What follows belongs to an exercise in optimizing a design on an open flow for small area; a production flow would make more cautious choices.
Where RTL was checked, it was by simulation tests only, not by an equivalence proof against the original.
Only the layout flow was run in run 1; the RTL was not checked for function there.
No activity file was given, so power comes from the tool's default toggle rates.

==> flow/design.v <==
module fir_filt
#(
	parameter sig_width = 12,
	parameter reg_width = 32,
	parameter coef_width = 24,
	parameter coef_count = 8,
	localparam coef_id_w = $clog2(coef_count),
	parameter max_shift = 32,
	localparam max_shift_w = $clog2(max_shift),
	parameter stages = 4,
	localparam op_per_stage = coef_count/stages
)
(
	input rst,         
	input flush,       
	input clk,         
	input [coef_id_w-1:0] addr,          
	input [coef_width-1:0] coef,         
	input coef_ready,                    
	output reg coef_done,                
	output reg [coef_width-1:0] coef_r,  
	input result_shift_ready,						 
	input [max_shift_w-1:0] result_shift_i,			 
	output reg result_shift_done,					 
	output reg [max_shift_w-1:0] result_shift,	 
	input conv_done,								 
	input [sig_width-1:0] adc_in_a,					 
	input [sig_width-1:0] adc_in_b,					 
	output reg [sig_width-1:0] filt_out_a,			 
	output reg [sig_width-1:0] filt_out_b,			 
	output reg filt_done							 
);
	reg [coef_width-1:0] coeffs [0:coef_count-1];		 
	reg [sig_width-1:0] shift_reg_a [0:coef_count-1];	 
	reg [sig_width-1:0] shift_reg_b [0:coef_count-1];	 
	reg [reg_width-1:0] mac_a [stages-1:0];							 
	reg [reg_width-1:0] mac_b [stages-1:0];							 
	reg [stages:0] mac_valid;										 
	reg cc_r; always @(posedge clk) cc_r <= conv_done;
	wire cc_rising = {cc_r, conv_done} == 2'b01;
	integer i;
	always @(posedge clk) begin
		if (rst) begin
			coeffs[0] <= 1;   
			for (i = 1; i < coef_count; i = i + 1) coeffs[i] <= 0;   
			coef_done <= 0;
		end else if (coef_ready) begin
			coeffs[addr] <= coef;
			coef_done <= 1;
		end else begin
			coef_r <= coeffs[addr];
			coef_done <= 0;
		end
	 end
	always @(posedge clk) begin
		if (rst) begin
			result_shift <= 0;
			result_shift_done <= 0;
		end else if (result_shift_ready) begin
			result_shift <= result_shift_i;
			result_shift_done <= 1;
		end else begin
			result_shift_done <= 0;
		end
	end
	integer j, k;
	always @(posedge clk) begin
		if (rst | flush) begin
			for (j = 0; j < coef_count; j = j + 1) begin
				shift_reg_a[j] <= 0;
				shift_reg_b[j] <= 0;
			end
		end else if (cc_rising) begin
			for (k = coef_count-1; k > 0; k = k - 1) begin
				shift_reg_a[k] <= shift_reg_a[k-1];
				shift_reg_b[k] <= shift_reg_b[k-1];
			end
			shift_reg_a[0] <= adc_in_a;
			shift_reg_b[0] <= adc_in_b;
		end
	end
	integer l, m, stage;
	reg [reg_width-1:0] part_a [stages-1:0];
	reg [reg_width-1:0] part_b [stages-1:0];
	always @(*) begin
		for (l = 0; l < stages; l = l + 1) begin
			part_a[l] = (l == 0) ? {reg_width{1'b0}} : mac_a[(l == 0) ? 0 : l - 1];
			part_b[l] = (l == 0) ? {reg_width{1'b0}} : mac_b[(l == 0) ? 0 : l - 1];
		end
		for (m = 0; m < coef_count; m = m + 1) begin
			stage = m / op_per_stage;
			part_a[stage] = part_a[stage] + shift_reg_a[m] * coeffs[m];
			part_b[stage] = part_b[stage] + shift_reg_b[m] * coeffs[m];
		end
	end
	always @(posedge clk) begin
		if (rst | flush) begin
			for (l = 0; l < stages; l = l + 1) begin
				mac_a[l] <= 0;
				mac_b[l] <= 0;
			end
			mac_valid <= 0;
		end else begin
			mac_valid <= {mac_valid[stages-1:0], cc_rising};
			for (l = 0; l < stages; l = l + 1) begin
				if (mac_valid[l]) begin
					mac_a[l] <= part_a[l];
					mac_b[l] <= part_b[l];
				end
			end
		end
	end
	always @(posedge clk) begin
		if (rst | flush) begin
			filt_out_a <= 0;
			filt_out_b <= 0;
			filt_done <= 0;
		end else if (mac_valid[stages]) begin
			if (result_shift != 0) begin
				filt_out_a <= mac_a[stages-1] >> result_shift;
				filt_out_b <= mac_b[stages-1] >> result_shift;
			end else begin
				filt_out_a <= mac_a[stages-1][sig_width-1:0];
				filt_out_b <= mac_b[stages-1][sig_width-1:0];
			end
			filt_done <= 1;
		end else begin
			filt_done <= 0;
		end
	end
endmodule
==> flow/run.sh <==
#!/bin/bash
# synth_recipe.tcl (not shown) runs the flow's synth.tcl, then flattens the netlist and writes it again
# the make line also repeats each setting of config.mk as NAME=value (left out here)
make -C /OpenROAD-flow-scripts/flow DESIGN_CONFIG=/design/flow/config.mk WORK_HOME=/design/flow/orfs CLKGATE_MAP_FILE= SYNTH_SCRIPT=/design/flow/synth_recipe.tcl finish
==> flow/config.mk <==
export PLATFORM = sky130hd
export DESIGN_NAME = fir_filt
export DESIGN_NICKNAME = fir_filt
export VERILOG_FILES = /design/flow/design.v
export SDC_FILE = /design/flow/constraint.sdc
export NUM_CORES = 4
export LEC_CHECK = 0
export CAP_MARGIN = 20
export CORE_MARGIN = 2
export CORE_UTILIZATION = 40
export SLEW_MARGIN = 20
==> flow/constraint.sdc <==
create_clock -name core_clock -period 10.0 [get_ports {clk}]
set_input_delay 2.0000 -clock core_clock [delete_from_list [all_inputs] [get_ports {clk}]]
set_output_delay 2.0000 -clock core_clock [all_outputs]
set_load 0.01 [all_outputs]
==> run_results.csv, run 1 <==
group,metric,value,unit
cells_and_area,multi_input_area_share,73.61,%
routing,wirelength,571400,um
critical_path,cp_max_fo,14,
routing,antenna_left,0,
cells_and_area,multi_input_area,133000,um^2
synth,yosysMostFrequentCell,"inv_1",
power,powerDensity,48.18,nW/um^2
cells_and_area,layout-drive-gt1-share,4.250,%
grt,grtUsageTotal,27.12,%
clock_tree,clk_pin_slew,0.06,ns
power,clk-power,0.00393,W
cells_and_area,nNetsFinal,22980,
placed_design,place_area,177000,um^2
clock_tree,numCtsBuffers,103,
cells_and_area,clkCellAreaFrac,1.900,%
timing,fin_skew,0.1051,ns
cells_and_area,clock_buffers,122,
cells_and_area,buffers_excl_clock,556,
cells_and_area,final_cells,23840,
routing,dr_wl_met3,48620,um
status,status,"finished clean",
critical_path,r2r_slack,1.80,ns
synth,ys_top_cells_by_count,"4,294 x inv_1, 4,056 x fa_1, 2,988 x nand2_1, 2,107 x and2_1, 1,049 x clkbuf_1",
timing,fin_crit,8.204,ns
placed_design,place.gp.congestion,0.9652,
==> run 2: changes to the inputs <==
==> flow/design.v (replaced) <==
module fir_filt
#(
	parameter sig_width = 12,
	parameter reg_width = 32,
	parameter coef_width = 24,
	parameter coef_count = 8,
	localparam coef_id_w = $clog2(coef_count),
	parameter max_shift = 32,
	localparam max_shift_w = $clog2(max_shift)
)
(
	input rst,
	input flush,
	input clk,
	input [coef_id_w-1:0] addr,
	input [coef_width-1:0] coef,
	input coef_ready,
	output reg coef_done,
	output [coef_width-1:0] coef_r,
	input result_shift_ready,
	input [max_shift_w-1:0] result_shift_i,
	output reg result_shift_done,
	output reg [max_shift_w-1:0] result_shift,
	input conv_done,
	input [sig_width-1:0] adc_in_a,
	input [sig_width-1:0] adc_in_b,
	output [sig_width-1:0] filt_out_a,
	output [sig_width-1:0] filt_out_b,
	output reg filt_done
);
	integer i;
	reg cc_r;
	always @(posedge clk) cc_r <= conv_done;
	wire take = conv_done & ~cc_r & ~flush & ~rst;	 
	wire clr = rst | flush;
	reg [coef_width-1:0] coeffs [0:coef_count-1];
	wire [coef_width-1:0] wdata = rst ? 0 : coef;
	always @(posedge clk) begin
		for (i = 0; i < coef_count; i = i + 1)
			if (rst | (coef_ready & (addr == i)))
				coeffs[i] <= (i == 0) ? {wdata[coef_width-1:1], wdata[0] | rst} : wdata;
		coef_done <= ~rst & coef_ready;
	end
	reg [coef_count-1:0] addr_oh;
	always @(posedge clk)
		for (i = 0; i < coef_count; i = i + 1)
			addr_oh[i] <= (addr == i);
	reg [coef_width-1:0] coef_rd;
	always @(*) begin
		coef_rd = 0;
		for (i = 0; i < coef_count; i = i + 1)
			coef_rd = coef_rd | ({coef_width{addr_oh[i]}} & coeffs[i]);
	end
	assign coef_r = coef_rd;
	always @(posedge clk) begin
		if (rst | result_shift_ready)
			result_shift <= rst ? 0 : result_shift_i;
		result_shift_done <= ~rst & result_shift_ready;
	end
	reg [2:0] cnt, ha;
	reg [3:0] nv;
	reg live;		 
	wire idle = (cnt == 7);
	reg [2:0] cnt_n, ha_n;
	reg [3:0] nv_n;
	always @(*) begin
		cnt_n = rst ? 3'd7 : (take | ~idle) ? cnt + 3'd1 : cnt;
		ha_n = rst ? 3'd0 : (ha == 6) ? (take ? 3'd1 : 3'd0) : (ha == 5 && take) ? 3'd0 : ha + 3'd1 + take;
		nv_n = clr ? 4'd0 : (take && nv != 8) ? nv + 4'd1 : nv;
	end
	always @(posedge clk) begin
		cnt <= cnt_n;
		ha <= ha_n;
		nv <= nv_n;
		live <= ~clr & (take | live);
		filt_done <= ~clr & live & (cnt == 5);
	end
	reg [2:0] hs_n, hage_n, cidx_n;
	reg [3:0] nvs_n;
	reg idle_nn, last_nn;
	always @(*) begin
		idle_nn = (cnt_n == 7);
		last_nn = (cnt_n == 6);
		hs_n = idle_nn ? ((ha_n == 6) ? 3'd0 : ha_n + 3'd1) : ha_n;
		hage_n = (hs_n == 0 && !last_nn) ? 3'd7 : hs_n;
		nvs_n = idle_nn ? ((nv_n == 8) ? 4'd8 : nv_n + 4'd1) : nv_n;
		cidx_n = last_nn ? 3'd0 : hage_n;
	end
	wire next_ok = {1'b0, hage_n} < nvs_n;
	reg first, last, head_ok, hs0;
	reg [coef_count-1:0] csel;	 
	always @(posedge clk) begin
		first <= idle_nn;
		last <= last_nn;
		head_ok <= next_ok;
		hs0 <= (hs_n == 0);
		for (i = 0; i < coef_count; i = i + 1)
			csel[i] <= (cidx_n == i);
	end
	wire ins = hs0 & (take | ~(first | last));	 
	reg [sig_width-1:0] ring_a [0:6];
	reg [sig_width-1:0] ring_b [0:6];
	reg [sig_width-1:0] stg_a, stg_b;
	wire [sig_width-1:0] head_a = head_ok ? ring_a[6] : 0;
	wire [sig_width-1:0] head_b = head_ok ? ring_b[6] : 0;
	always @(posedge clk) begin
		if (take) begin
			stg_a <= adc_in_a;
			stg_b <= adc_in_b;
		end
		for (i = 1; i < 7; i = i + 1) begin
			ring_a[i] <= ring_a[i-1];
			ring_b[i] <= ring_b[i-1];
		end
		ring_a[0] <= ins ? (take ? adc_in_a : stg_a) : head_a;
		ring_b[0] <= ins ? (take ? adc_in_b : stg_b) : head_b;
	end
	reg [coef_width-1:0] cm;
	always @(*) begin
		cm = 0;
		for (i = 0; i < coef_count; i = i + 1)
			cm = cm | ({coef_width{csel[i]}} & coeffs[i]);
	end
	reg [sig_width-1:0] xa, xb;
	always @(posedge clk) begin
		xa <= last_nn ? stg_a : next_ok ? ring_a[5] : 0;
		xb <= last_nn ? stg_b : next_ok ? ring_b[5] : 0;
	end
	reg [reg_width-1:0] acc_a, acc_b;
	wire [reg_width-1:0] sum_a, sum_b;
	fir_mac mac_a (.x(xa), .c(cm), .a(first ? {reg_width{1'b0}} : acc_a), .y(sum_a));
	fir_mac mac_b (.x(xb), .c(cm), .a(first ? {reg_width{1'b0}} : acc_b), .y(sum_b));
	always @(posedge clk) begin
		acc_a <= sum_a;
		acc_b <= sum_b;
	end
	wire [reg_width-1:0] sh_a = sum_a >> result_shift;
	wire [reg_width-1:0] sh_b = sum_b >> result_shift;
	assign filt_out_a = sh_a[sig_width-1:0];
	assign filt_out_b = sh_b[sig_width-1:0];
endmodule
module fir_mac (input [11:0] x, input [23:0] c, input [31:0] a, output [31:0] y);
	wire pp0_0 = x[0] & c[0];
	wire pp0_1 = x[0] & c[1];
	wire pp0_2 = x[0] & c[2];
	wire pp0_3 = x[0] & c[3];
	wire pp0_4 = x[0] & c[4];
	wire pp0_5 = x[0] & c[5];
	wire pp0_6 = x[0] & c[6];
	wire pp0_7 = x[0] & c[7];
	wire pp0_8 = x[0] & c[8];
	wire pp0_9 = x[0] & c[9];
	wire pp0_10 = x[0] & c[10];
	wire pp0_11 = x[0] & c[11];
	wire pp0_12 = x[0] & c[12];
	wire pp0_13 = x[0] & c[13];
	wire pp0_14 = x[0] & c[14];
	wire pp0_15 = x[0] & c[15];
	wire pp0_16 = x[0] & c[16];
	wire pp0_17 = x[0] & c[17];
	wire pp0_18 = x[0] & c[18];
	wire pp0_19 = x[0] & c[19];
	wire pp0_20 = x[0] & c[20];
	wire pp0_21 = x[0] & c[21];
	wire pp0_22 = x[0] & c[22];
	wire pp0_23 = x[0] & c[23];
	wire pp1_0 = x[1] & c[0];
	wire pp1_1 = x[1] & c[1];
	wire pp1_2 = x[1] & c[2];
	wire pp1_3 = x[1] & c[3];
	wire pp1_4 = x[1] & c[4];
	wire pp1_5 = x[1] & c[5];
	wire pp1_6 = x[1] & c[6];
	wire pp1_7 = x[1] & c[7];
	wire pp1_8 = x[1] & c[8];
	wire pp1_9 = x[1] & c[9];
	wire pp1_10 = x[1] & c[10];
	wire pp1_11 = x[1] & c[11];
	wire pp1_12 = x[1] & c[12];
	wire pp1_13 = x[1] & c[13];
	wire pp1_14 = x[1] & c[14];
	wire pp1_15 = x[1] & c[15];
	wire pp1_16 = x[1] & c[16];
	wire pp1_17 = x[1] & c[17];
	wire pp1_18 = x[1] & c[18];
	wire pp1_19 = x[1] & c[19];
	wire pp1_20 = x[1] & c[20];
	wire pp1_21 = x[1] & c[21];
	wire pp1_22 = x[1] & c[22];
	wire pp1_23 = x[1] & c[23];
	wire pp2_0 = x[2] & c[0];
	wire pp2_1 = x[2] & c[1];
	wire pp2_2 = x[2] & c[2];
	wire pp2_3 = x[2] & c[3];
	wire pp2_4 = x[2] & c[4];
	wire pp2_5 = x[2] & c[5];
	wire pp2_6 = x[2] & c[6];
	wire pp2_7 = x[2] & c[7];
	wire pp2_8 = x[2] & c[8];
	wire pp2_9 = x[2] & c[9];
	wire pp2_10 = x[2] & c[10];
	wire pp2_11 = x[2] & c[11];
	wire pp2_12 = x[2] & c[12];
	wire pp2_13 = x[2] & c[13];
	wire pp2_14 = x[2] & c[14];
	wire pp2_15 = x[2] & c[15];
	wire pp2_16 = x[2] & c[16];
	wire pp2_17 = x[2] & c[17];
	wire pp2_18 = x[2] & c[18];
	wire pp2_19 = x[2] & c[19];
	wire pp2_20 = x[2] & c[20];
	wire pp2_21 = x[2] & c[21];
	wire pp2_22 = x[2] & c[22];
	wire pp2_23 = x[2] & c[23];
	wire pp3_0 = x[3] & c[0];
	wire pp3_1 = x[3] & c[1];
	wire pp3_2 = x[3] & c[2];
	wire pp3_3 = x[3] & c[3];
	wire pp3_4 = x[3] & c[4];
	wire pp3_5 = x[3] & c[5];
	wire pp3_6 = x[3] & c[6];
	wire pp3_7 = x[3] & c[7];
	wire pp3_8 = x[3] & c[8];
	wire pp3_9 = x[3] & c[9];
	wire pp3_10 = x[3] & c[10];
	wire pp3_11 = x[3] & c[11];
	wire pp3_12 = x[3] & c[12];
	wire pp3_13 = x[3] & c[13];
	wire pp3_14 = x[3] & c[14];
	wire pp3_15 = x[3] & c[15];
	wire pp3_16 = x[3] & c[16];
	wire pp3_17 = x[3] & c[17];
	wire pp3_18 = x[3] & c[18];
	wire pp3_19 = x[3] & c[19];
	wire pp3_20 = x[3] & c[20];
	wire pp3_21 = x[3] & c[21];
	wire pp3_22 = x[3] & c[22];
	wire pp3_23 = x[3] & c[23];
	wire pp4_0 = x[4] & c[0];
	wire pp4_1 = x[4] & c[1];
	wire pp4_2 = x[4] & c[2];
	wire pp4_3 = x[4] & c[3];
	wire pp4_4 = x[4] & c[4];
	wire pp4_5 = x[4] & c[5];
	wire pp4_6 = x[4] & c[6];
	wire pp4_7 = x[4] & c[7];
	wire pp4_8 = x[4] & c[8];
	wire pp4_9 = x[4] & c[9];
	wire pp4_10 = x[4] & c[10];
	wire pp4_11 = x[4] & c[11];
	wire pp4_12 = x[4] & c[12];
	wire pp4_13 = x[4] & c[13];
	wire pp4_14 = x[4] & c[14];
	wire pp4_15 = x[4] & c[15];
	wire pp4_16 = x[4] & c[16];
	wire pp4_17 = x[4] & c[17];
	wire pp4_18 = x[4] & c[18];
	wire pp4_19 = x[4] & c[19];
	wire pp4_20 = x[4] & c[20];
	wire pp4_21 = x[4] & c[21];
	wire pp4_22 = x[4] & c[22];
	wire pp4_23 = x[4] & c[23];
	wire pp5_0 = x[5] & c[0];
	wire pp5_1 = x[5] & c[1];
	wire pp5_2 = x[5] & c[2];
	wire pp5_3 = x[5] & c[3];
	wire pp5_4 = x[5] & c[4];
	wire pp5_5 = x[5] & c[5];
	wire pp5_6 = x[5] & c[6];
	wire pp5_7 = x[5] & c[7];
	wire pp5_8 = x[5] & c[8];
	wire pp5_9 = x[5] & c[9];
	wire pp5_10 = x[5] & c[10];
	wire pp5_11 = x[5] & c[11];
	wire pp5_12 = x[5] & c[12];
	wire pp5_13 = x[5] & c[13];
	wire pp5_14 = x[5] & c[14];
	wire pp5_15 = x[5] & c[15];
	wire pp5_16 = x[5] & c[16];
	wire pp5_17 = x[5] & c[17];
	wire pp5_18 = x[5] & c[18];
	wire pp5_19 = x[5] & c[19];
	wire pp5_20 = x[5] & c[20];
	wire pp5_21 = x[5] & c[21];
	wire pp5_22 = x[5] & c[22];
	wire pp5_23 = x[5] & c[23];
	wire pp6_0 = x[6] & c[0];
	wire pp6_1 = x[6] & c[1];
	wire pp6_2 = x[6] & c[2];
	wire pp6_3 = x[6] & c[3];
	wire pp6_4 = x[6] & c[4];
	wire pp6_5 = x[6] & c[5];
	wire pp6_6 = x[6] & c[6];
	wire pp6_7 = x[6] & c[7];
	wire pp6_8 = x[6] & c[8];
	wire pp6_9 = x[6] & c[9];
	wire pp6_10 = x[6] & c[10];
	wire pp6_11 = x[6] & c[11];
	wire pp6_12 = x[6] & c[12];
	wire pp6_13 = x[6] & c[13];
	wire pp6_14 = x[6] & c[14];
	wire pp6_15 = x[6] & c[15];
	wire pp6_16 = x[6] & c[16];
	wire pp6_17 = x[6] & c[17];
	wire pp6_18 = x[6] & c[18];
	wire pp6_19 = x[6] & c[19];
	wire pp6_20 = x[6] & c[20];
	wire pp6_21 = x[6] & c[21];
	wire pp6_22 = x[6] & c[22];
	wire pp6_23 = x[6] & c[23];
	wire pp7_0 = x[7] & c[0];
	wire pp7_1 = x[7] & c[1];
	wire pp7_2 = x[7] & c[2];
	wire pp7_3 = x[7] & c[3];
	wire pp7_4 = x[7] & c[4];
	wire pp7_5 = x[7] & c[5];
	wire pp7_6 = x[7] & c[6];
	wire pp7_7 = x[7] & c[7];
	wire pp7_8 = x[7] & c[8];
	wire pp7_9 = x[7] & c[9];
	wire pp7_10 = x[7] & c[10];
	wire pp7_11 = x[7] & c[11];
	wire pp7_12 = x[7] & c[12];
	wire pp7_13 = x[7] & c[13];
	wire pp7_14 = x[7] & c[14];
	wire pp7_15 = x[7] & c[15];
	wire pp7_16 = x[7] & c[16];
	wire pp7_17 = x[7] & c[17];
	wire pp7_18 = x[7] & c[18];
	wire pp7_19 = x[7] & c[19];
	wire pp7_20 = x[7] & c[20];
	wire pp7_21 = x[7] & c[21];
	wire pp7_22 = x[7] & c[22];
	wire pp7_23 = x[7] & c[23];
	wire pp8_0 = x[8] & c[0];
	wire pp8_1 = x[8] & c[1];
	wire pp8_2 = x[8] & c[2];
	wire pp8_3 = x[8] & c[3];
	wire pp8_4 = x[8] & c[4];
	wire pp8_5 = x[8] & c[5];
	wire pp8_6 = x[8] & c[6];
	wire pp8_7 = x[8] & c[7];
	wire pp8_8 = x[8] & c[8];
	wire pp8_9 = x[8] & c[9];
	wire pp8_10 = x[8] & c[10];
	wire pp8_11 = x[8] & c[11];
	wire pp8_12 = x[8] & c[12];
	wire pp8_13 = x[8] & c[13];
	wire pp8_14 = x[8] & c[14];
	wire pp8_15 = x[8] & c[15];
	wire pp8_16 = x[8] & c[16];
	wire pp8_17 = x[8] & c[17];
	wire pp8_18 = x[8] & c[18];
	wire pp8_19 = x[8] & c[19];
	wire pp8_20 = x[8] & c[20];
	wire pp8_21 = x[8] & c[21];
	wire pp8_22 = x[8] & c[22];
	wire pp8_23 = x[8] & c[23];
	wire pp9_0 = x[9] & c[0];
	wire pp9_1 = x[9] & c[1];
	wire pp9_2 = x[9] & c[2];
	wire pp9_3 = x[9] & c[3];
	wire pp9_4 = x[9] & c[4];
	wire pp9_5 = x[9] & c[5];
	wire pp9_6 = x[9] & c[6];
	wire pp9_7 = x[9] & c[7];
	wire pp9_8 = x[9] & c[8];
	wire pp9_9 = x[9] & c[9];
	wire pp9_10 = x[9] & c[10];
	wire pp9_11 = x[9] & c[11];
	wire pp9_12 = x[9] & c[12];
	wire pp9_13 = x[9] & c[13];
	wire pp9_14 = x[9] & c[14];
	wire pp9_15 = x[9] & c[15];
	wire pp9_16 = x[9] & c[16];
	wire pp9_17 = x[9] & c[17];
	wire pp9_18 = x[9] & c[18];
	wire pp9_19 = x[9] & c[19];
	wire pp9_20 = x[9] & c[20];
	wire pp9_21 = x[9] & c[21];
	wire pp9_22 = x[9] & c[22];
	wire pp10_0 = x[10] & c[0];
	wire pp10_1 = x[10] & c[1];
	wire pp10_2 = x[10] & c[2];
	wire pp10_3 = x[10] & c[3];
	wire pp10_4 = x[10] & c[4];
	wire pp10_5 = x[10] & c[5];
	wire pp10_6 = x[10] & c[6];
	wire pp10_7 = x[10] & c[7];
	wire pp10_8 = x[10] & c[8];
	wire pp10_9 = x[10] & c[9];
	wire pp10_10 = x[10] & c[10];
	wire pp10_11 = x[10] & c[11];
	wire pp10_12 = x[10] & c[12];
	wire pp10_13 = x[10] & c[13];
	wire pp10_14 = x[10] & c[14];
	wire pp10_15 = x[10] & c[15];
	wire pp10_16 = x[10] & c[16];
	wire pp10_17 = x[10] & c[17];
	wire pp10_18 = x[10] & c[18];
	wire pp10_19 = x[10] & c[19];
	wire pp10_20 = x[10] & c[20];
	wire pp10_21 = x[10] & c[21];
	wire pp11_0 = x[11] & c[0];
	wire pp11_1 = x[11] & c[1];
	wire pp11_2 = x[11] & c[2];
	wire pp11_3 = x[11] & c[3];
	wire pp11_4 = x[11] & c[4];
	wire pp11_5 = x[11] & c[5];
	wire pp11_6 = x[11] & c[6];
	wire pp11_7 = x[11] & c[7];
	wire pp11_8 = x[11] & c[8];
	wire pp11_9 = x[11] & c[9];
	wire pp11_10 = x[11] & c[10];
	wire pp11_11 = x[11] & c[11];
	wire pp11_12 = x[11] & c[12];
	wire pp11_13 = x[11] & c[13];
	wire pp11_14 = x[11] & c[14];
	wire pp11_15 = x[11] & c[15];
	wire pp11_16 = x[11] & c[16];
	wire pp11_17 = x[11] & c[17];
	wire pp11_18 = x[11] & c[18];
	wire pp11_19 = x[11] & c[19];
	wire pp11_20 = x[11] & c[20];
	wire t1 = pp0_8 ^ pp1_7;
	wire t2 = pp0_8 & pp1_7;
	wire t3 = pp0_9 ^ pp1_8 ^ pp2_7;
	wire t4 = (pp0_9 & pp1_8) | (pp0_9 & pp2_7) | (pp1_8 & pp2_7);
	wire t5 = pp3_6 ^ pp4_5;
	wire t6 = pp3_6 & pp4_5;
	wire t7 = pp0_10 ^ pp1_9 ^ pp2_8;
	wire t8 = (pp0_10 & pp1_9) | (pp0_10 & pp2_8) | (pp1_9 & pp2_8);
	wire t9 = pp3_7 ^ pp4_6 ^ pp5_5;
	wire t10 = (pp3_7 & pp4_6) | (pp3_7 & pp5_5) | (pp4_6 & pp5_5);
	wire t11 = pp6_4 ^ pp7_3;
	wire t12 = pp6_4 & pp7_3;
	wire t13 = pp0_11 ^ pp1_10 ^ pp2_9;
	wire t14 = (pp0_11 & pp1_10) | (pp0_11 & pp2_9) | (pp1_10 & pp2_9);
	wire t15 = pp3_8 ^ pp4_7 ^ pp5_6;
	wire t16 = (pp3_8 & pp4_7) | (pp3_8 & pp5_6) | (pp4_7 & pp5_6);
	wire t17 = pp6_5 ^ pp7_4 ^ pp8_3;
	wire t18 = (pp6_5 & pp7_4) | (pp6_5 & pp8_3) | (pp7_4 & pp8_3);
	wire t19 = pp9_2 ^ pp10_1;
	wire t20 = pp9_2 & pp10_1;
	wire t21 = pp0_12 ^ pp1_11 ^ pp2_10;
	wire t22 = (pp0_12 & pp1_11) | (pp0_12 & pp2_10) | (pp1_11 & pp2_10);
	wire t23 = pp3_9 ^ pp4_8 ^ pp5_7;
	wire t24 = (pp3_9 & pp4_8) | (pp3_9 & pp5_7) | (pp4_8 & pp5_7);
	wire t25 = pp6_6 ^ pp7_5 ^ pp8_4;
	wire t26 = (pp6_6 & pp7_5) | (pp6_6 & pp8_4) | (pp7_5 & pp8_4);
	wire t27 = pp9_3 ^ pp10_2 ^ pp11_1;
	wire t28 = (pp9_3 & pp10_2) | (pp9_3 & pp11_1) | (pp10_2 & pp11_1);
	wire t29 = pp0_13 ^ pp1_12 ^ pp2_11;
	wire t30 = (pp0_13 & pp1_12) | (pp0_13 & pp2_11) | (pp1_12 & pp2_11);
	wire t31 = pp3_10 ^ pp4_9 ^ pp5_8;
	wire t32 = (pp3_10 & pp4_9) | (pp3_10 & pp5_8) | (pp4_9 & pp5_8);
	wire t33 = pp6_7 ^ pp7_6 ^ pp8_5;
	wire t34 = (pp6_7 & pp7_6) | (pp6_7 & pp8_5) | (pp7_6 & pp8_5);
	wire t35 = pp9_4 ^ pp10_3 ^ pp11_2;
	wire t36 = (pp9_4 & pp10_3) | (pp9_4 & pp11_2) | (pp10_3 & pp11_2);
	wire t37 = pp0_14 ^ pp1_13 ^ pp2_12;
	wire t38 = (pp0_14 & pp1_13) | (pp0_14 & pp2_12) | (pp1_13 & pp2_12);
	wire t39 = pp3_11 ^ pp4_10 ^ pp5_9;
	wire t40 = (pp3_11 & pp4_10) | (pp3_11 & pp5_9) | (pp4_10 & pp5_9);
	wire t41 = pp6_8 ^ pp7_7 ^ pp8_6;
	wire t42 = (pp6_8 & pp7_7) | (pp6_8 & pp8_6) | (pp7_7 & pp8_6);
	wire t43 = pp9_5 ^ pp10_4 ^ pp11_3;
	wire t44 = (pp9_5 & pp10_4) | (pp9_5 & pp11_3) | (pp10_4 & pp11_3);
	wire t45 = pp0_15 ^ pp1_14 ^ pp2_13;
	wire t46 = (pp0_15 & pp1_14) | (pp0_15 & pp2_13) | (pp1_14 & pp2_13);
	wire t47 = pp3_12 ^ pp4_11 ^ pp5_10;
	wire t48 = (pp3_12 & pp4_11) | (pp3_12 & pp5_10) | (pp4_11 & pp5_10);
	wire t49 = pp6_9 ^ pp7_8 ^ pp8_7;
	wire t50 = (pp6_9 & pp7_8) | (pp6_9 & pp8_7) | (pp7_8 & pp8_7);
	wire t51 = pp9_6 ^ pp10_5 ^ pp11_4;
	wire t52 = (pp9_6 & pp10_5) | (pp9_6 & pp11_4) | (pp10_5 & pp11_4);
	wire t53 = pp0_16 ^ pp1_15 ^ pp2_14;
	wire t54 = (pp0_16 & pp1_15) | (pp0_16 & pp2_14) | (pp1_15 & pp2_14);
	wire t55 = pp3_13 ^ pp4_12 ^ pp5_11;
	wire t56 = (pp3_13 & pp4_12) | (pp3_13 & pp5_11) | (pp4_12 & pp5_11);
	wire t57 = pp6_10 ^ pp7_9 ^ pp8_8;
	wire t58 = (pp6_10 & pp7_9) | (pp6_10 & pp8_8) | (pp7_9 & pp8_8);
	wire t59 = pp9_7 ^ pp10_6 ^ pp11_5;
	wire t60 = (pp9_7 & pp10_6) | (pp9_7 & pp11_5) | (pp10_6 & pp11_5);
	wire t61 = pp0_17 ^ pp1_16 ^ pp2_15;
	wire t62 = (pp0_17 & pp1_16) | (pp0_17 & pp2_15) | (pp1_16 & pp2_15);
	wire t63 = pp3_14 ^ pp4_13 ^ pp5_12;
	wire t64 = (pp3_14 & pp4_13) | (pp3_14 & pp5_12) | (pp4_13 & pp5_12);
	wire t65 = pp6_11 ^ pp7_10 ^ pp8_9;
	wire t66 = (pp6_11 & pp7_10) | (pp6_11 & pp8_9) | (pp7_10 & pp8_9);
	wire t67 = pp9_8 ^ pp10_7 ^ pp11_6;
	wire t68 = (pp9_8 & pp10_7) | (pp9_8 & pp11_6) | (pp10_7 & pp11_6);
	wire t69 = pp0_18 ^ pp1_17 ^ pp2_16;
	wire t70 = (pp0_18 & pp1_17) | (pp0_18 & pp2_16) | (pp1_17 & pp2_16);
	wire t71 = pp3_15 ^ pp4_14 ^ pp5_13;
	wire t72 = (pp3_15 & pp4_14) | (pp3_15 & pp5_13) | (pp4_14 & pp5_13);
	wire t73 = pp6_12 ^ pp7_11 ^ pp8_10;
	wire t74 = (pp6_12 & pp7_11) | (pp6_12 & pp8_10) | (pp7_11 & pp8_10);
	wire t75 = pp9_9 ^ pp10_8 ^ pp11_7;
	wire t76 = (pp9_9 & pp10_8) | (pp9_9 & pp11_7) | (pp10_8 & pp11_7);
	wire t77 = pp0_19 ^ pp1_18 ^ pp2_17;
	wire t78 = (pp0_19 & pp1_18) | (pp0_19 & pp2_17) | (pp1_18 & pp2_17);
	wire t79 = pp3_16 ^ pp4_15 ^ pp5_14;
	wire t80 = (pp3_16 & pp4_15) | (pp3_16 & pp5_14) | (pp4_15 & pp5_14);
	wire t81 = pp6_13 ^ pp7_12 ^ pp8_11;
	wire t82 = (pp6_13 & pp7_12) | (pp6_13 & pp8_11) | (pp7_12 & pp8_11);
	wire t83 = pp9_10 ^ pp10_9 ^ pp11_8;
	wire t84 = (pp9_10 & pp10_9) | (pp9_10 & pp11_8) | (pp10_9 & pp11_8);
	wire t85 = pp0_20 ^ pp1_19 ^ pp2_18;
	wire t86 = (pp0_20 & pp1_19) | (pp0_20 & pp2_18) | (pp1_19 & pp2_18);
	wire t87 = pp3_17 ^ pp4_16 ^ pp5_15;
	wire t88 = (pp3_17 & pp4_16) | (pp3_17 & pp5_15) | (pp4_16 & pp5_15);
	wire t89 = pp6_14 ^ pp7_13 ^ pp8_12;
	wire t90 = (pp6_14 & pp7_13) | (pp6_14 & pp8_12) | (pp7_13 & pp8_12);
	wire t91 = pp9_11 ^ pp10_10 ^ pp11_9;
	wire t92 = (pp9_11 & pp10_10) | (pp9_11 & pp11_9) | (pp10_10 & pp11_9);
	wire t93 = pp0_21 ^ pp1_20 ^ pp2_19;
	wire t94 = (pp0_21 & pp1_20) | (pp0_21 & pp2_19) | (pp1_20 & pp2_19);
	wire t95 = pp3_18 ^ pp4_17 ^ pp5_16;
	wire t96 = (pp3_18 & pp4_17) | (pp3_18 & pp5_16) | (pp4_17 & pp5_16);
	wire t97 = pp6_15 ^ pp7_14 ^ pp8_13;
	wire t98 = (pp6_15 & pp7_14) | (pp6_15 & pp8_13) | (pp7_14 & pp8_13);
	wire t99 = pp9_12 ^ pp10_11 ^ pp11_10;
	wire t100 = (pp9_12 & pp10_11) | (pp9_12 & pp11_10) | (pp10_11 & pp11_10);
	wire t101 = pp0_22 ^ pp1_21 ^ pp2_20;
	wire t102 = (pp0_22 & pp1_21) | (pp0_22 & pp2_20) | (pp1_21 & pp2_20);
	wire t103 = pp3_19 ^ pp4_18 ^ pp5_17;
	wire t104 = (pp3_19 & pp4_18) | (pp3_19 & pp5_17) | (pp4_18 & pp5_17);
	wire t105 = pp6_16 ^ pp7_15 ^ pp8_14;
	wire t106 = (pp6_16 & pp7_15) | (pp6_16 & pp8_14) | (pp7_15 & pp8_14);
	wire t107 = pp9_13 ^ pp10_12 ^ pp11_11;
	wire t108 = (pp9_13 & pp10_12) | (pp9_13 & pp11_11) | (pp10_12 & pp11_11);
	wire t109 = pp0_23 ^ pp1_22 ^ pp2_21;
	wire t110 = (pp0_23 & pp1_22) | (pp0_23 & pp2_21) | (pp1_22 & pp2_21);
	wire t111 = pp3_20 ^ pp4_19 ^ pp5_18;
	wire t112 = (pp3_20 & pp4_19) | (pp3_20 & pp5_18) | (pp4_19 & pp5_18);
	wire t113 = pp6_17 ^ pp7_16 ^ pp8_15;
	wire t114 = (pp6_17 & pp7_16) | (pp6_17 & pp8_15) | (pp7_16 & pp8_15);
	wire t115 = pp9_14 ^ pp10_13 ^ pp11_12;
	wire t116 = (pp9_14 & pp10_13) | (pp9_14 & pp11_12) | (pp10_13 & pp11_12);
	wire t117 = pp1_23 ^ pp2_22 ^ pp3_21;
	wire t118 = (pp1_23 & pp2_22) | (pp1_23 & pp3_21) | (pp2_22 & pp3_21);
	wire t119 = pp4_20 ^ pp5_19 ^ pp6_18;
	wire t120 = (pp4_20 & pp5_19) | (pp4_20 & pp6_18) | (pp5_19 & pp6_18);
	wire t121 = pp7_17 ^ pp8_16 ^ pp9_15;
	wire t122 = (pp7_17 & pp8_16) | (pp7_17 & pp9_15) | (pp8_16 & pp9_15);
	wire t123 = pp10_14 ^ pp11_13;
	wire t124 = pp10_14 & pp11_13;
	wire t125 = pp2_23 ^ pp3_22 ^ pp4_21;
	wire t126 = (pp2_23 & pp3_22) | (pp2_23 & pp4_21) | (pp3_22 & pp4_21);
	wire t127 = pp5_20 ^ pp6_19 ^ pp7_18;
	wire t128 = (pp5_20 & pp6_19) | (pp5_20 & pp7_18) | (pp6_19 & pp7_18);
	wire t129 = pp8_17 ^ pp9_16 ^ pp10_15;
	wire t130 = (pp8_17 & pp9_16) | (pp8_17 & pp10_15) | (pp9_16 & pp10_15);
	wire t131 = pp3_23 ^ pp4_22 ^ pp5_21;
	wire t132 = (pp3_23 & pp4_22) | (pp3_23 & pp5_21) | (pp4_22 & pp5_21);
	wire t133 = pp6_20 ^ pp7_19 ^ pp8_18;
	wire t134 = (pp6_20 & pp7_19) | (pp6_20 & pp8_18) | (pp7_19 & pp8_18);
	wire t135 = pp4_23 ^ pp5_22 ^ pp6_21;
	wire t136 = (pp4_23 & pp5_22) | (pp4_23 & pp6_21) | (pp5_22 & pp6_21);
	wire t137 = pp0_5 ^ pp1_4;
	wire t138 = pp0_5 & pp1_4;
	wire t139 = pp0_6 ^ pp1_5 ^ pp2_4;
	wire t140 = (pp0_6 & pp1_5) | (pp0_6 & pp2_4) | (pp1_5 & pp2_4);
	wire t141 = pp3_3 ^ pp4_2;
	wire t142 = pp3_3 & pp4_2;
	wire t143 = pp0_7 ^ pp1_6 ^ pp2_5;
	wire t144 = (pp0_7 & pp1_6) | (pp0_7 & pp2_5) | (pp1_6 & pp2_5);
	wire t145 = pp3_4 ^ pp4_3 ^ pp5_2;
	wire t146 = (pp3_4 & pp4_3) | (pp3_4 & pp5_2) | (pp4_3 & pp5_2);
	wire t147 = pp6_1 ^ pp7_0;
	wire t148 = pp6_1 & pp7_0;
	wire t149 = pp2_6 ^ pp3_5 ^ pp4_4;
	wire t150 = (pp2_6 & pp3_5) | (pp2_6 & pp4_4) | (pp3_5 & pp4_4);
	wire t151 = pp5_3 ^ pp6_2 ^ pp7_1;
	wire t152 = (pp5_3 & pp6_2) | (pp5_3 & pp7_1) | (pp6_2 & pp7_1);
	wire t153 = pp8_0 ^ a[8] ^ t1;
	wire t154 = (pp8_0 & a[8]) | (pp8_0 & t1) | (a[8] & t1);
	wire t155 = pp5_4 ^ pp6_3 ^ pp7_2;
	wire t156 = (pp5_4 & pp6_3) | (pp5_4 & pp7_2) | (pp6_3 & pp7_2);
	wire t157 = pp8_1 ^ pp9_0 ^ a[9];
	wire t158 = (pp8_1 & pp9_0) | (pp8_1 & a[9]) | (pp9_0 & a[9]);
	wire t159 = t2 ^ t3 ^ t5;
	wire t160 = (t2 & t3) | (t2 & t5) | (t3 & t5);
	wire t161 = pp8_2 ^ pp9_1 ^ pp10_0;
	wire t162 = (pp8_2 & pp9_1) | (pp8_2 & pp10_0) | (pp9_1 & pp10_0);
	wire t163 = a[10] ^ t4 ^ t6;
	wire t164 = (a[10] & t4) | (a[10] & t6) | (t4 & t6);
	wire t165 = t7 ^ t9 ^ t11;
	wire t166 = (t7 & t9) | (t7 & t11) | (t9 & t11);
	wire t167 = pp11_0 ^ a[11] ^ t8;
	wire t168 = (pp11_0 & a[11]) | (pp11_0 & t8) | (a[11] & t8);
	wire t169 = t10 ^ t12 ^ t13;
	wire t170 = (t10 & t12) | (t10 & t13) | (t12 & t13);
	wire t171 = t15 ^ t17 ^ t19;
	wire t172 = (t15 & t17) | (t15 & t19) | (t17 & t19);
	wire t173 = a[12] ^ t14 ^ t16;
	wire t174 = (a[12] & t14) | (a[12] & t16) | (t14 & t16);
	wire t175 = t18 ^ t20 ^ t21;
	wire t176 = (t18 & t20) | (t18 & t21) | (t20 & t21);
	wire t177 = t23 ^ t25 ^ t27;
	wire t178 = (t23 & t25) | (t23 & t27) | (t25 & t27);
	wire t179 = a[13] ^ t22 ^ t24;
	wire t180 = (a[13] & t22) | (a[13] & t24) | (t22 & t24);
	wire t181 = t26 ^ t28 ^ t29;
	wire t182 = (t26 & t28) | (t26 & t29) | (t28 & t29);
	wire t183 = t31 ^ t33 ^ t35;
	wire t184 = (t31 & t33) | (t31 & t35) | (t33 & t35);
	wire t185 = a[14] ^ t30 ^ t32;
	wire t186 = (a[14] & t30) | (a[14] & t32) | (t30 & t32);
	wire t187 = t34 ^ t36 ^ t37;
	wire t188 = (t34 & t36) | (t34 & t37) | (t36 & t37);
	wire t189 = t39 ^ t41 ^ t43;
	wire t190 = (t39 & t41) | (t39 & t43) | (t41 & t43);
	wire t191 = a[15] ^ t38 ^ t40;
	wire t192 = (a[15] & t38) | (a[15] & t40) | (t38 & t40);
	wire t193 = t42 ^ t44 ^ t45;
	wire t194 = (t42 & t44) | (t42 & t45) | (t44 & t45);
	wire t195 = t47 ^ t49 ^ t51;
	wire t196 = (t47 & t49) | (t47 & t51) | (t49 & t51);
	wire t197 = a[16] ^ t46 ^ t48;
	wire t198 = (a[16] & t46) | (a[16] & t48) | (t46 & t48);
	wire t199 = t50 ^ t52 ^ t53;
	wire t200 = (t50 & t52) | (t50 & t53) | (t52 & t53);
	wire t201 = t55 ^ t57 ^ t59;
	wire t202 = (t55 & t57) | (t55 & t59) | (t57 & t59);
	wire t203 = a[17] ^ t54 ^ t56;
	wire t204 = (a[17] & t54) | (a[17] & t56) | (t54 & t56);
	wire t205 = t58 ^ t60 ^ t61;
	wire t206 = (t58 & t60) | (t58 & t61) | (t60 & t61);
	wire t207 = t63 ^ t65 ^ t67;
	wire t208 = (t63 & t65) | (t63 & t67) | (t65 & t67);
	wire t209 = a[18] ^ t62 ^ t64;
	wire t210 = (a[18] & t62) | (a[18] & t64) | (t62 & t64);
	wire t211 = t66 ^ t68 ^ t69;
	wire t212 = (t66 & t68) | (t66 & t69) | (t68 & t69);
	wire t213 = t71 ^ t73 ^ t75;
	wire t214 = (t71 & t73) | (t71 & t75) | (t73 & t75);
	wire t215 = a[19] ^ t70 ^ t72;
	wire t216 = (a[19] & t70) | (a[19] & t72) | (t70 & t72);
	wire t217 = t74 ^ t76 ^ t77;
	wire t218 = (t74 & t76) | (t74 & t77) | (t76 & t77);
	wire t219 = t79 ^ t81 ^ t83;
	wire t220 = (t79 & t81) | (t79 & t83) | (t81 & t83);
	wire t221 = a[20] ^ t78 ^ t80;
	wire t222 = (a[20] & t78) | (a[20] & t80) | (t78 & t80);
	wire t223 = t82 ^ t84 ^ t85;
	wire t224 = (t82 & t84) | (t82 & t85) | (t84 & t85);
	wire t225 = t87 ^ t89 ^ t91;
	wire t226 = (t87 & t89) | (t87 & t91) | (t89 & t91);
	wire t227 = a[21] ^ t86 ^ t88;
	wire t228 = (a[21] & t86) | (a[21] & t88) | (t86 & t88);
	wire t229 = t90 ^ t92 ^ t93;
	wire t230 = (t90 & t92) | (t90 & t93) | (t92 & t93);
	wire t231 = t95 ^ t97 ^ t99;
	wire t232 = (t95 & t97) | (t95 & t99) | (t97 & t99);
	wire t233 = a[22] ^ t94 ^ t96;
	wire t234 = (a[22] & t94) | (a[22] & t96) | (t94 & t96);
	wire t235 = t98 ^ t100 ^ t101;
	wire t236 = (t98 & t100) | (t98 & t101) | (t100 & t101);
	wire t237 = t103 ^ t105 ^ t107;
	wire t238 = (t103 & t105) | (t103 & t107) | (t105 & t107);
	wire t239 = a[23] ^ t102 ^ t104;
	wire t240 = (a[23] & t102) | (a[23] & t104) | (t102 & t104);
	wire t241 = t106 ^ t108 ^ t109;
	wire t242 = (t106 & t108) | (t106 & t109) | (t108 & t109);
	wire t243 = t111 ^ t113 ^ t115;
	wire t244 = (t111 & t113) | (t111 & t115) | (t113 & t115);
	wire t245 = a[24] ^ t110 ^ t112;
	wire t246 = (a[24] & t110) | (a[24] & t112) | (t110 & t112);
	wire t247 = t114 ^ t116 ^ t117;
	wire t248 = (t114 & t116) | (t114 & t117) | (t116 & t117);
	wire t249 = t119 ^ t121 ^ t123;
	wire t250 = (t119 & t121) | (t119 & t123) | (t121 & t123);
	wire t251 = pp11_14 ^ a[25] ^ t118;
	wire t252 = (pp11_14 & a[25]) | (pp11_14 & t118) | (a[25] & t118);
	wire t253 = t120 ^ t122 ^ t124;
	wire t254 = (t120 & t122) | (t120 & t124) | (t122 & t124);
	wire t255 = t125 ^ t127 ^ t129;
	wire t256 = (t125 & t127) | (t125 & t129) | (t127 & t129);
	wire t257 = pp9_17 ^ pp10_16 ^ pp11_15;
	wire t258 = (pp9_17 & pp10_16) | (pp9_17 & pp11_15) | (pp10_16 & pp11_15);
	wire t259 = a[26] ^ t126 ^ t128;
	wire t260 = (a[26] & t126) | (a[26] & t128) | (t126 & t128);
	wire t261 = t130 ^ t131 ^ t133;
	wire t262 = (t130 & t131) | (t130 & t133) | (t131 & t133);
	wire t263 = pp7_20 ^ pp8_19 ^ pp9_18;
	wire t264 = (pp7_20 & pp8_19) | (pp7_20 & pp9_18) | (pp8_19 & pp9_18);
	wire t265 = pp10_17 ^ pp11_16 ^ a[27];
	wire t266 = (pp10_17 & pp11_16) | (pp10_17 & a[27]) | (pp11_16 & a[27]);
	wire t267 = t132 ^ t134 ^ t135;
	wire t268 = (t132 & t134) | (t132 & t135) | (t134 & t135);
	wire t269 = pp5_23 ^ pp6_22 ^ pp7_21;
	wire t270 = (pp5_23 & pp6_22) | (pp5_23 & pp7_21) | (pp6_22 & pp7_21);
	wire t271 = pp8_20 ^ pp9_19 ^ pp10_18;
	wire t272 = (pp8_20 & pp9_19) | (pp8_20 & pp10_18) | (pp9_19 & pp10_18);
	wire t273 = pp11_17 ^ a[28] ^ t136;
	wire t274 = (pp11_17 & a[28]) | (pp11_17 & t136) | (a[28] & t136);
	wire t275 = pp6_23 ^ pp7_22 ^ pp8_21;
	wire t276 = (pp6_23 & pp7_22) | (pp6_23 & pp8_21) | (pp7_22 & pp8_21);
	wire t277 = pp9_20 ^ pp10_19 ^ pp11_18;
	wire t278 = (pp9_20 & pp10_19) | (pp9_20 & pp11_18) | (pp10_19 & pp11_18);
	wire t279 = pp7_23 ^ pp8_22 ^ pp9_21;
	wire t280 = (pp7_23 & pp8_22) | (pp7_23 & pp9_21) | (pp8_22 & pp9_21);
	wire t281 = pp0_3 ^ pp1_2;
	wire t282 = pp0_3 & pp1_2;
	wire t283 = pp0_4 ^ pp1_3 ^ pp2_2;
	wire t284 = (pp0_4 & pp1_3) | (pp0_4 & pp2_2) | (pp1_3 & pp2_2);
	wire t285 = pp3_1 ^ pp4_0;
	wire t286 = pp3_1 & pp4_0;
	wire t287 = pp2_3 ^ pp3_2 ^ pp4_1;
	wire t288 = (pp2_3 & pp3_2) | (pp2_3 & pp4_1) | (pp3_2 & pp4_1);
	wire t289 = pp5_0 ^ a[5] ^ t137;
	wire t290 = (pp5_0 & a[5]) | (pp5_0 & t137) | (a[5] & t137);
	wire t291 = pp5_1 ^ pp6_0 ^ a[6];
	wire t292 = (pp5_1 & pp6_0) | (pp5_1 & a[6]) | (pp6_0 & a[6]);
	wire t293 = t138 ^ t139 ^ t141;
	wire t294 = (t138 & t139) | (t138 & t141) | (t139 & t141);
	wire t295 = a[7] ^ t140 ^ t142;
	wire t296 = (a[7] & t140) | (a[7] & t142) | (t140 & t142);
	wire t297 = t143 ^ t145 ^ t147;
	wire t298 = (t143 & t145) | (t143 & t147) | (t145 & t147);
	wire t299 = t144 ^ t146 ^ t148;
	wire t300 = (t144 & t146) | (t144 & t148) | (t146 & t148);
	wire t301 = t149 ^ t151 ^ t153;
	wire t302 = (t149 & t151) | (t149 & t153) | (t151 & t153);
	wire t303 = t150 ^ t152 ^ t154;
	wire t304 = (t150 & t152) | (t150 & t154) | (t152 & t154);
	wire t305 = t155 ^ t157 ^ t159;
	wire t306 = (t155 & t157) | (t155 & t159) | (t157 & t159);
	wire t307 = t156 ^ t158 ^ t160;
	wire t308 = (t156 & t158) | (t156 & t160) | (t158 & t160);
	wire t309 = t161 ^ t163 ^ t165;
	wire t310 = (t161 & t163) | (t161 & t165) | (t163 & t165);
	wire t311 = t162 ^ t164 ^ t166;
	wire t312 = (t162 & t164) | (t162 & t166) | (t164 & t166);
	wire t313 = t167 ^ t169 ^ t171;
	wire t314 = (t167 & t169) | (t167 & t171) | (t169 & t171);
	wire t315 = t168 ^ t170 ^ t172;
	wire t316 = (t168 & t170) | (t168 & t172) | (t170 & t172);
	wire t317 = t173 ^ t175 ^ t177;
	wire t318 = (t173 & t175) | (t173 & t177) | (t175 & t177);
	wire t319 = t174 ^ t176 ^ t178;
	wire t320 = (t174 & t176) | (t174 & t178) | (t176 & t178);
	wire t321 = t179 ^ t181 ^ t183;
	wire t322 = (t179 & t181) | (t179 & t183) | (t181 & t183);
	wire t323 = t180 ^ t182 ^ t184;
	wire t324 = (t180 & t182) | (t180 & t184) | (t182 & t184);
	wire t325 = t185 ^ t187 ^ t189;
	wire t326 = (t185 & t187) | (t185 & t189) | (t187 & t189);
	wire t327 = t186 ^ t188 ^ t190;
	wire t328 = (t186 & t188) | (t186 & t190) | (t188 & t190);
	wire t329 = t191 ^ t193 ^ t195;
	wire t330 = (t191 & t193) | (t191 & t195) | (t193 & t195);
	wire t331 = t192 ^ t194 ^ t196;
	wire t332 = (t192 & t194) | (t192 & t196) | (t194 & t196);
	wire t333 = t197 ^ t199 ^ t201;
	wire t334 = (t197 & t199) | (t197 & t201) | (t199 & t201);
	wire t335 = t198 ^ t200 ^ t202;
	wire t336 = (t198 & t200) | (t198 & t202) | (t200 & t202);
	wire t337 = t203 ^ t205 ^ t207;
	wire t338 = (t203 & t205) | (t203 & t207) | (t205 & t207);
	wire t339 = t204 ^ t206 ^ t208;
	wire t340 = (t204 & t206) | (t204 & t208) | (t206 & t208);
	wire t341 = t209 ^ t211 ^ t213;
	wire t342 = (t209 & t211) | (t209 & t213) | (t211 & t213);
	wire t343 = t210 ^ t212 ^ t214;
	wire t344 = (t210 & t212) | (t210 & t214) | (t212 & t214);
	wire t345 = t215 ^ t217 ^ t219;
	wire t346 = (t215 & t217) | (t215 & t219) | (t217 & t219);
	wire t347 = t216 ^ t218 ^ t220;
	wire t348 = (t216 & t218) | (t216 & t220) | (t218 & t220);
	wire t349 = t221 ^ t223 ^ t225;
	wire t350 = (t221 & t223) | (t221 & t225) | (t223 & t225);
	wire t351 = t222 ^ t224 ^ t226;
	wire t352 = (t222 & t224) | (t222 & t226) | (t224 & t226);
	wire t353 = t227 ^ t229 ^ t231;
	wire t354 = (t227 & t229) | (t227 & t231) | (t229 & t231);
	wire t355 = t228 ^ t230 ^ t232;
	wire t356 = (t228 & t230) | (t228 & t232) | (t230 & t232);
	wire t357 = t233 ^ t235 ^ t237;
	wire t358 = (t233 & t235) | (t233 & t237) | (t235 & t237);
	wire t359 = t234 ^ t236 ^ t238;
	wire t360 = (t234 & t236) | (t234 & t238) | (t236 & t238);
	wire t361 = t239 ^ t241 ^ t243;
	wire t362 = (t239 & t241) | (t239 & t243) | (t241 & t243);
	wire t363 = t240 ^ t242 ^ t244;
	wire t364 = (t240 & t242) | (t240 & t244) | (t242 & t244);
	wire t365 = t245 ^ t247 ^ t249;
	wire t366 = (t245 & t247) | (t245 & t249) | (t247 & t249);
	wire t367 = t246 ^ t248 ^ t250;
	wire t368 = (t246 & t248) | (t246 & t250) | (t248 & t250);
	wire t369 = t251 ^ t253 ^ t255;
	wire t370 = (t251 & t253) | (t251 & t255) | (t253 & t255);
	wire t371 = t252 ^ t254 ^ t256;
	wire t372 = (t252 & t254) | (t252 & t256) | (t254 & t256);
	wire t373 = t257 ^ t259 ^ t261;
	wire t374 = (t257 & t259) | (t257 & t261) | (t259 & t261);
	wire t375 = t258 ^ t260 ^ t262;
	wire t376 = (t258 & t260) | (t258 & t262) | (t260 & t262);
	wire t377 = t263 ^ t265 ^ t267;
	wire t378 = (t263 & t265) | (t263 & t267) | (t265 & t267);
	wire t379 = t264 ^ t266 ^ t268;
	wire t380 = (t264 & t266) | (t264 & t268) | (t266 & t268);
	wire t381 = t269 ^ t271 ^ t273;
	wire t382 = (t269 & t271) | (t269 & t273) | (t271 & t273);
	wire t383 = a[29] ^ t270 ^ t272;
	wire t384 = (a[29] & t270) | (a[29] & t272) | (t270 & t272);
	wire t385 = t274 ^ t275 ^ t277;
	wire t386 = (t274 & t275) | (t274 & t277) | (t275 & t277);
	wire t387 = pp10_20 ^ pp11_19 ^ a[30];
	wire t388 = (pp10_20 & pp11_19) | (pp10_20 & a[30]) | (pp11_19 & a[30]);
	wire t389 = t276 ^ t278 ^ t279;
	wire t390 = (t276 & t278) | (t276 & t279) | (t278 & t279);
	wire t391 = pp8_23 ^ pp9_22 ^ pp10_21;
	wire t392 = (pp8_23 & pp9_22) | (pp8_23 & pp10_21) | (pp9_22 & pp10_21);
	wire t393 = pp11_20 ^ a[31] ^ t280;
	wire t394 = (pp11_20 & a[31]) | (pp11_20 & t280) | (a[31] & t280);
	wire t395 = pp0_2 ^ pp1_1;
	wire t396 = pp0_2 & pp1_1;
	wire t397 = pp2_1 ^ pp3_0 ^ a[3];
	wire t398 = (pp2_1 & pp3_0) | (pp2_1 & a[3]) | (pp3_0 & a[3]);
	wire t399 = a[4] ^ t282 ^ t283;
	wire t400 = (a[4] & t282) | (a[4] & t283) | (t282 & t283);
	wire t401 = t284 ^ t286 ^ t287;
	wire t402 = (t284 & t286) | (t284 & t287) | (t286 & t287);
	wire t403 = t288 ^ t290 ^ t291;
	wire t404 = (t288 & t290) | (t288 & t291) | (t290 & t291);
	wire t405 = t292 ^ t294 ^ t295;
	wire t406 = (t292 & t294) | (t292 & t295) | (t294 & t295);
	wire t407 = t296 ^ t298 ^ t299;
	wire t408 = (t296 & t298) | (t296 & t299) | (t298 & t299);
	wire t409 = t300 ^ t302 ^ t303;
	wire t410 = (t300 & t302) | (t300 & t303) | (t302 & t303);
	wire t411 = t304 ^ t306 ^ t307;
	wire t412 = (t304 & t306) | (t304 & t307) | (t306 & t307);
	wire t413 = t308 ^ t310 ^ t311;
	wire t414 = (t308 & t310) | (t308 & t311) | (t310 & t311);
	wire t415 = t312 ^ t314 ^ t315;
	wire t416 = (t312 & t314) | (t312 & t315) | (t314 & t315);
	wire t417 = t316 ^ t318 ^ t319;
	wire t418 = (t316 & t318) | (t316 & t319) | (t318 & t319);
	wire t419 = t320 ^ t322 ^ t323;
	wire t420 = (t320 & t322) | (t320 & t323) | (t322 & t323);
	wire t421 = t324 ^ t326 ^ t327;
	wire t422 = (t324 & t326) | (t324 & t327) | (t326 & t327);
	wire t423 = t328 ^ t330 ^ t331;
	wire t424 = (t328 & t330) | (t328 & t331) | (t330 & t331);
	wire t425 = t332 ^ t334 ^ t335;
	wire t426 = (t332 & t334) | (t332 & t335) | (t334 & t335);
	wire t427 = t336 ^ t338 ^ t339;
	wire t428 = (t336 & t338) | (t336 & t339) | (t338 & t339);
	wire t429 = t340 ^ t342 ^ t343;
	wire t430 = (t340 & t342) | (t340 & t343) | (t342 & t343);
	wire t431 = t344 ^ t346 ^ t347;
	wire t432 = (t344 & t346) | (t344 & t347) | (t346 & t347);
	wire t433 = t348 ^ t350 ^ t351;
	wire t434 = (t348 & t350) | (t348 & t351) | (t350 & t351);
	wire t435 = t352 ^ t354 ^ t355;
	wire t436 = (t352 & t354) | (t352 & t355) | (t354 & t355);
	wire t437 = t356 ^ t358 ^ t359;
	wire t438 = (t356 & t358) | (t356 & t359) | (t358 & t359);
	wire t439 = t360 ^ t362 ^ t363;
	wire t440 = (t360 & t362) | (t360 & t363) | (t362 & t363);
	wire t441 = t364 ^ t366 ^ t367;
	wire t442 = (t364 & t366) | (t364 & t367) | (t366 & t367);
	wire t443 = t368 ^ t370 ^ t371;
	wire t444 = (t368 & t370) | (t368 & t371) | (t370 & t371);
	wire t445 = t372 ^ t374 ^ t375;
	wire t446 = (t372 & t374) | (t372 & t375) | (t374 & t375);
	wire t447 = t376 ^ t378 ^ t379;
	wire t448 = (t376 & t378) | (t376 & t379) | (t378 & t379);
	wire t449 = t380 ^ t382 ^ t383;
	wire t450 = (t380 & t382) | (t380 & t383) | (t382 & t383);
	wire t451 = t384 ^ t386 ^ t387;
	wire t452 = (t384 & t386) | (t384 & t387) | (t386 & t387);
	wire t453 = t388 ^ t390 ^ t391;
	wire t454 = (t388 & t390) | (t388 & t391) | (t390 & t391);
	wire t455 = pp0_1 ^ pp1_0;
	wire t456 = pp0_1 & pp1_0;
	wire t457 = pp2_0 ^ a[2] ^ t395;
	wire t458 = (pp2_0 & a[2]) | (pp2_0 & t395) | (a[2] & t395);
	wire t459 = t281 ^ t396 ^ t397;
	wire t460 = (t281 & t396) | (t281 & t397) | (t396 & t397);
	wire t461 = t285 ^ t398 ^ t399;
	wire t462 = (t285 & t398) | (t285 & t399) | (t398 & t399);
	wire t463 = t289 ^ t400 ^ t401;
	wire t464 = (t289 & t400) | (t289 & t401) | (t400 & t401);
	wire t465 = t293 ^ t402 ^ t403;
	wire t466 = (t293 & t402) | (t293 & t403) | (t402 & t403);
	wire t467 = t297 ^ t404 ^ t405;
	wire t468 = (t297 & t404) | (t297 & t405) | (t404 & t405);
	wire t469 = t301 ^ t406 ^ t407;
	wire t470 = (t301 & t406) | (t301 & t407) | (t406 & t407);
	wire t471 = t305 ^ t408 ^ t409;
	wire t472 = (t305 & t408) | (t305 & t409) | (t408 & t409);
	wire t473 = t309 ^ t410 ^ t411;
	wire t474 = (t309 & t410) | (t309 & t411) | (t410 & t411);
	wire t475 = t313 ^ t412 ^ t413;
	wire t476 = (t313 & t412) | (t313 & t413) | (t412 & t413);
	wire t477 = t317 ^ t414 ^ t415;
	wire t478 = (t317 & t414) | (t317 & t415) | (t414 & t415);
	wire t479 = t321 ^ t416 ^ t417;
	wire t480 = (t321 & t416) | (t321 & t417) | (t416 & t417);
	wire t481 = t325 ^ t418 ^ t419;
	wire t482 = (t325 & t418) | (t325 & t419) | (t418 & t419);
	wire t483 = t329 ^ t420 ^ t421;
	wire t484 = (t329 & t420) | (t329 & t421) | (t420 & t421);
	wire t485 = t333 ^ t422 ^ t423;
	wire t486 = (t333 & t422) | (t333 & t423) | (t422 & t423);
	wire t487 = t337 ^ t424 ^ t425;
	wire t488 = (t337 & t424) | (t337 & t425) | (t424 & t425);
	wire t489 = t341 ^ t426 ^ t427;
	wire t490 = (t341 & t426) | (t341 & t427) | (t426 & t427);
	wire t491 = t345 ^ t428 ^ t429;
	wire t492 = (t345 & t428) | (t345 & t429) | (t428 & t429);
	wire t493 = t349 ^ t430 ^ t431;
	wire t494 = (t349 & t430) | (t349 & t431) | (t430 & t431);
	wire t495 = t353 ^ t432 ^ t433;
	wire t496 = (t353 & t432) | (t353 & t433) | (t432 & t433);
	wire t497 = t357 ^ t434 ^ t435;
	wire t498 = (t357 & t434) | (t357 & t435) | (t434 & t435);
	wire t499 = t361 ^ t436 ^ t437;
	wire t500 = (t361 & t436) | (t361 & t437) | (t436 & t437);
	wire t501 = t365 ^ t438 ^ t439;
	wire t502 = (t365 & t438) | (t365 & t439) | (t438 & t439);
	wire t503 = t369 ^ t440 ^ t441;
	wire t504 = (t369 & t440) | (t369 & t441) | (t440 & t441);
	wire t505 = t373 ^ t442 ^ t443;
	wire t506 = (t373 & t442) | (t373 & t443) | (t442 & t443);
	wire t507 = t377 ^ t444 ^ t445;
	wire t508 = (t377 & t444) | (t377 & t445) | (t444 & t445);
	wire t509 = t381 ^ t446 ^ t447;
	wire t510 = (t381 & t446) | (t381 & t447) | (t446 & t447);
	wire t511 = t385 ^ t448 ^ t449;
	wire t512 = (t385 & t448) | (t385 & t449) | (t448 & t449);
	wire t513 = t389 ^ t450 ^ t451;
	wire t514 = (t389 & t450) | (t389 & t451) | (t450 & t451);
	wire t515 = t393 ^ t452 ^ t453;
	wire t516 = (t393 & t452) | (t393 & t453) | (t452 & t453);
	wire [31:0] r0 = {t514, t512, t510, t508, t506, t504, t502, t500, t498, t496, t494, t492, t490, t488, t486, t484, t482, t480, t478, t476, t474, t472, t470, t468, t466, t464, t462, t460, t458, t456, a[1], pp0_0};
	wire [31:0] r1 = {t515, t513, t511, t509, t507, t505, t503, t501, t499, t497, t495, t493, t491, t489, t487, t485, t483, t481, t479, t477, t475, t473, t471, t469, t467, t465, t463, t461, t459, t457, t455, a[0]};
	assign y = r0 + r1;
endmodule
--- a/flow/config.mk
+++ b/flow/config.mk
@@ -7,5 +7,7 @@
 export LEC_CHECK = 0
 export CAP_MARGIN = 20
 export CORE_MARGIN = 2
-export CORE_UTILIZATION = 40
+export CORE_UTILIZATION = 65
+export CTS_CLUSTER_DIAMETER = 100
+export CTS_CLUSTER_SIZE = 30
 export SLEW_MARGIN = 20
==> run_results.csv, run 2 <==
group,metric,value,unit
timing,max_freq,98.02,MHz
critical_path,crit_path_max_incr_delay,0.79,ns
grt,use_met1,48.89,%
routing,dr.pass1.iters,8,
grt,grtUsageTotal,38.99,%
timing,worst_pin_slew,1.210,ns
timing,min_period_over_period,102.0,%
routing,via_per_inst,6.278,
cells_and_area,layout-drive-gt1-share,12.32,%
clock_tree,numCtsBuffers,25,
worst_hold_path,holdPathEnd,"ring_b[1][5]",
timing,maxSlewViolCount,0,
clock_tree,clk_path_buf_depth,3,
timing,setup_slack,-0.2025,ns
grt,use_met2,62.23,%
clock_tree,clk_pin_slew,0.11,ns
placed_design,place_area,41120,um^2
critical_path,cp_top_family,"adder cells",
clock_tree,cts_sinks,511,
critical_path,cp_max_fo,12,
cells_and_area,fillers,4096,
timing,fin_crit,10.20,ns
synth,yosysMostFrequentCell,"inv_1",
clock_tree,htree_levels,1,
synth,ys.flop_type,"dfxtp_1",
cells_and_area,largest-register,"coeffs",
synth,syn_area,38500,um^2
routing,antenna_left,0,
floorplanning,pin_count,118,
critical_path,r2r_slack,3.52,ns
critical_path,r2r-start,"csel[5]",
routing,wirelength,119000,um
cells_and_area,final_util,73.73,%
grt,grt_pass1_vias,31650,
routing,drc,0,
cells_and_area,nNetsFinal,4635,
timing,setup_viol,1,
synth,ys_top_cells_by_count,"544 x inv_1, 486 x fa_1, 382 x nand2_1, 379 x and2_1, 314 x dfxtp_1",
critical_path,critPathArrivalTime,8.20,ns
cells_and_area,largest_reg_flops,192,
placed_design,place.detailed.hpwl,83350,um
power,powerDensity,362.0,nW/um^2
critical_path,end_kind,"output pin",
synth,netlist_instances,3854,
floorplanning,die_w,247.4,um
flow_run,cap_violations,0,
synth,ys_ff_latch,511,
timing,rsz0062_at_grt,"true",
critical_path,worstPathRequired,8.00,ns
grt,grt_max_degree,66,
synth,yosysTopAreaCell,"fa_1",
critical_path,path_common_cell,"fa_1",
clock_tree,ctsHoldBuffers,0,
placed_design,place.gp.congestion,0.9891,
power,ir_drop,0.5308,mV
critical_path,path_buf_inv,7,
status,status,"complete, but fails checks",
status,failed_checks,"negative setup slack",
synth,synth.avg_cell_area,9.989,um^2
grt,grt_pass1_wl,180000,um
worst_hold_path,hold_class,"register to register",
cells_and_area,reg.largest.list,"coeffs (192), ring_a (84), ring_b (84)",
critical_path,slowest_stage,"xnor2_1",
synth,synth_top_area_share,25.27,%
grt,top_usage_layer,"met2",
routing,vias,30010,
synth,seq_area_frac_synth,31.69,%
floorplanning,initial_core_util,65.48,%
cells_and_area,syn2layout_area_growth,12.60,%
floorplanning,num_rows,89,
timing,fin_skew,0.05091,ns
-- run 2: cell types whose count changed after synthesis, moves of 179 or more --
| cell | previous run | this run |
|---|---|---|
| nor2_1 | 331 | 152 |
| and2_1 | 2107 | 379 |
| ha_1 | 800 | 97 |
| inv_1 | 4294 | 544 |
| fa_1 | 4056 | 486 |
| clkbuf_1 | 1049 | 196 |
| nand2_1 | 2988 | 382 |
| a21oi_1 | 381 | 106 |
| xnor2_1 | 248 | 41 |
-- run 2: worst reg2reg max path, stage by stage, from the launching register on --
cell and delay, ns:
dfxtp_4 0.39, buf_12 0.16, a22oi_2 0.18, nand4_1 0.13, buf_6 0.16, buf_4 0.17
clkbuf_16 0.20, and2_1 0.19, fa_1 0.53, inv_1 0.05, fa_1 0.45, fa_1 0.54
inv_1 0.06, fa_1 0.52, fa_1 0.57, ha_2 0.33, and2_1 0.21, a311o_1 0.41
a21oi_2 0.17, a21boi_1 0.08, o31a_1 0.37, xnor2_4 0.28, buf_6 0.16, inv_1 0.05
-- run 2: power by group --
group	internal, W	total (W)	switching [W]
combinational	0.00450	0.0115	0.00701
clock	0.000507	0.00124	0.000737
sequential	0.00257	0.00294	0.000374
total	0.00757	0.0157	0.00812
-- run 2: final cells by class --
cell class              count  area, um^2  area share, %
diodes                      4       10.01        0.02309
clock buffers              31       658.1          1.518
clock inverters             9       168.9         0.3897
inverters                 548        2059          4.751
multi-input cells        2581       24220          55.87
flip-flops and latches    511       12220          28.20
well taps                 773       967.2          2.231
repair buffers            323        3040          7.014
-- run 2: through the flow --
step                total power (W)  cells  setup WS (ns)  TNS [ns]  hold WS, ns
floorplan                  0.008659   3854          1.085         0       0.3096
global placement            0.01254   4680        0.04083         0       0.3095
detailed placement          0.01273   4680       -0.07146  -0.07146       0.3121
CTS                         0.01441   4738       -0.05851  -0.07867       0.3315
global route                0.01654   4776        -0.3440    -1.099       0.3334
finish                      0.01569   4780        -0.2025   -0.2025       0.3249
-- run 2: worst max path at each step --
stage,start,to,slack [ns],cells after the start
detailed placement,csel[5],filt_out_b[1],-0.07,26
global route,csel[5],filt_out_b[1],-0.34,27
floorplan,csel[0],filt_out_a[3],1.09,25
finish,csel[5],filt_out_b[1],-0.20,25
CTS,csel[7],filt_out_b[1],-0.06,27
global placement,csel[0],filt_out_b[1],0.04,26
-- run 2: layer usage --
layer  up-vias  routed length (um)
li1      12840                   -
met1     14880               43260
met2      1860               54750
met3       430               12420
met4         0                8571
met5         -                   0
-- run 2: cell families (layout without fill, tap and decap cells) --
kind of cell,Yosys count,after routing,share of synthesized area [%]
and+or+nand+nor,1231,1231,16.70
AOI/OAI and AO/OA,584,584,10.48
muxes,109,109,3.429
other,0,4,0
DFF,511,511,31.69
adders and majority gates,583,583,28.42
buffers and inverters,762,911,7.514
xor gates and xnor gates,74,74,1.755
-- run 2: timing repair --
item,in CTS,in global routing
pin swaps,21,42
setup endpoints to repair,24,24
buffers inserted,18,33
gates resized for setup,87,150
cloned,0,5

## separate check: timing with driven ports
The flow's constraints put no driver on any port. The routed layouts listed below were extracted and timed again, unchanged, in two steps.
Step 1, drivers: a clkbuf_16 drives clk and a buf_2 each remaining input, both assumed.
Step 2 also shifts input and output timing later by t, the mid clock arrival at the registers, as if the neighbouring blocks saw the same clock.
Three values: no drivers, after step 1, after step 2; two values: the first two.
| run | shift t [ns] | setup WS [ns] | hold slack, ns | pins driven straight from the clock port |
|---|---|---|---|---|
| run 1 | 0.963 | 1.796 / 1.796 / 1.796 | 0.453 / 0.453 / 0.453 | 1 |
| run 2 | 0.665 | -0.202 / -0.266 / 0.399 | 0.325 / 0.325 / 0.325 | 1 |
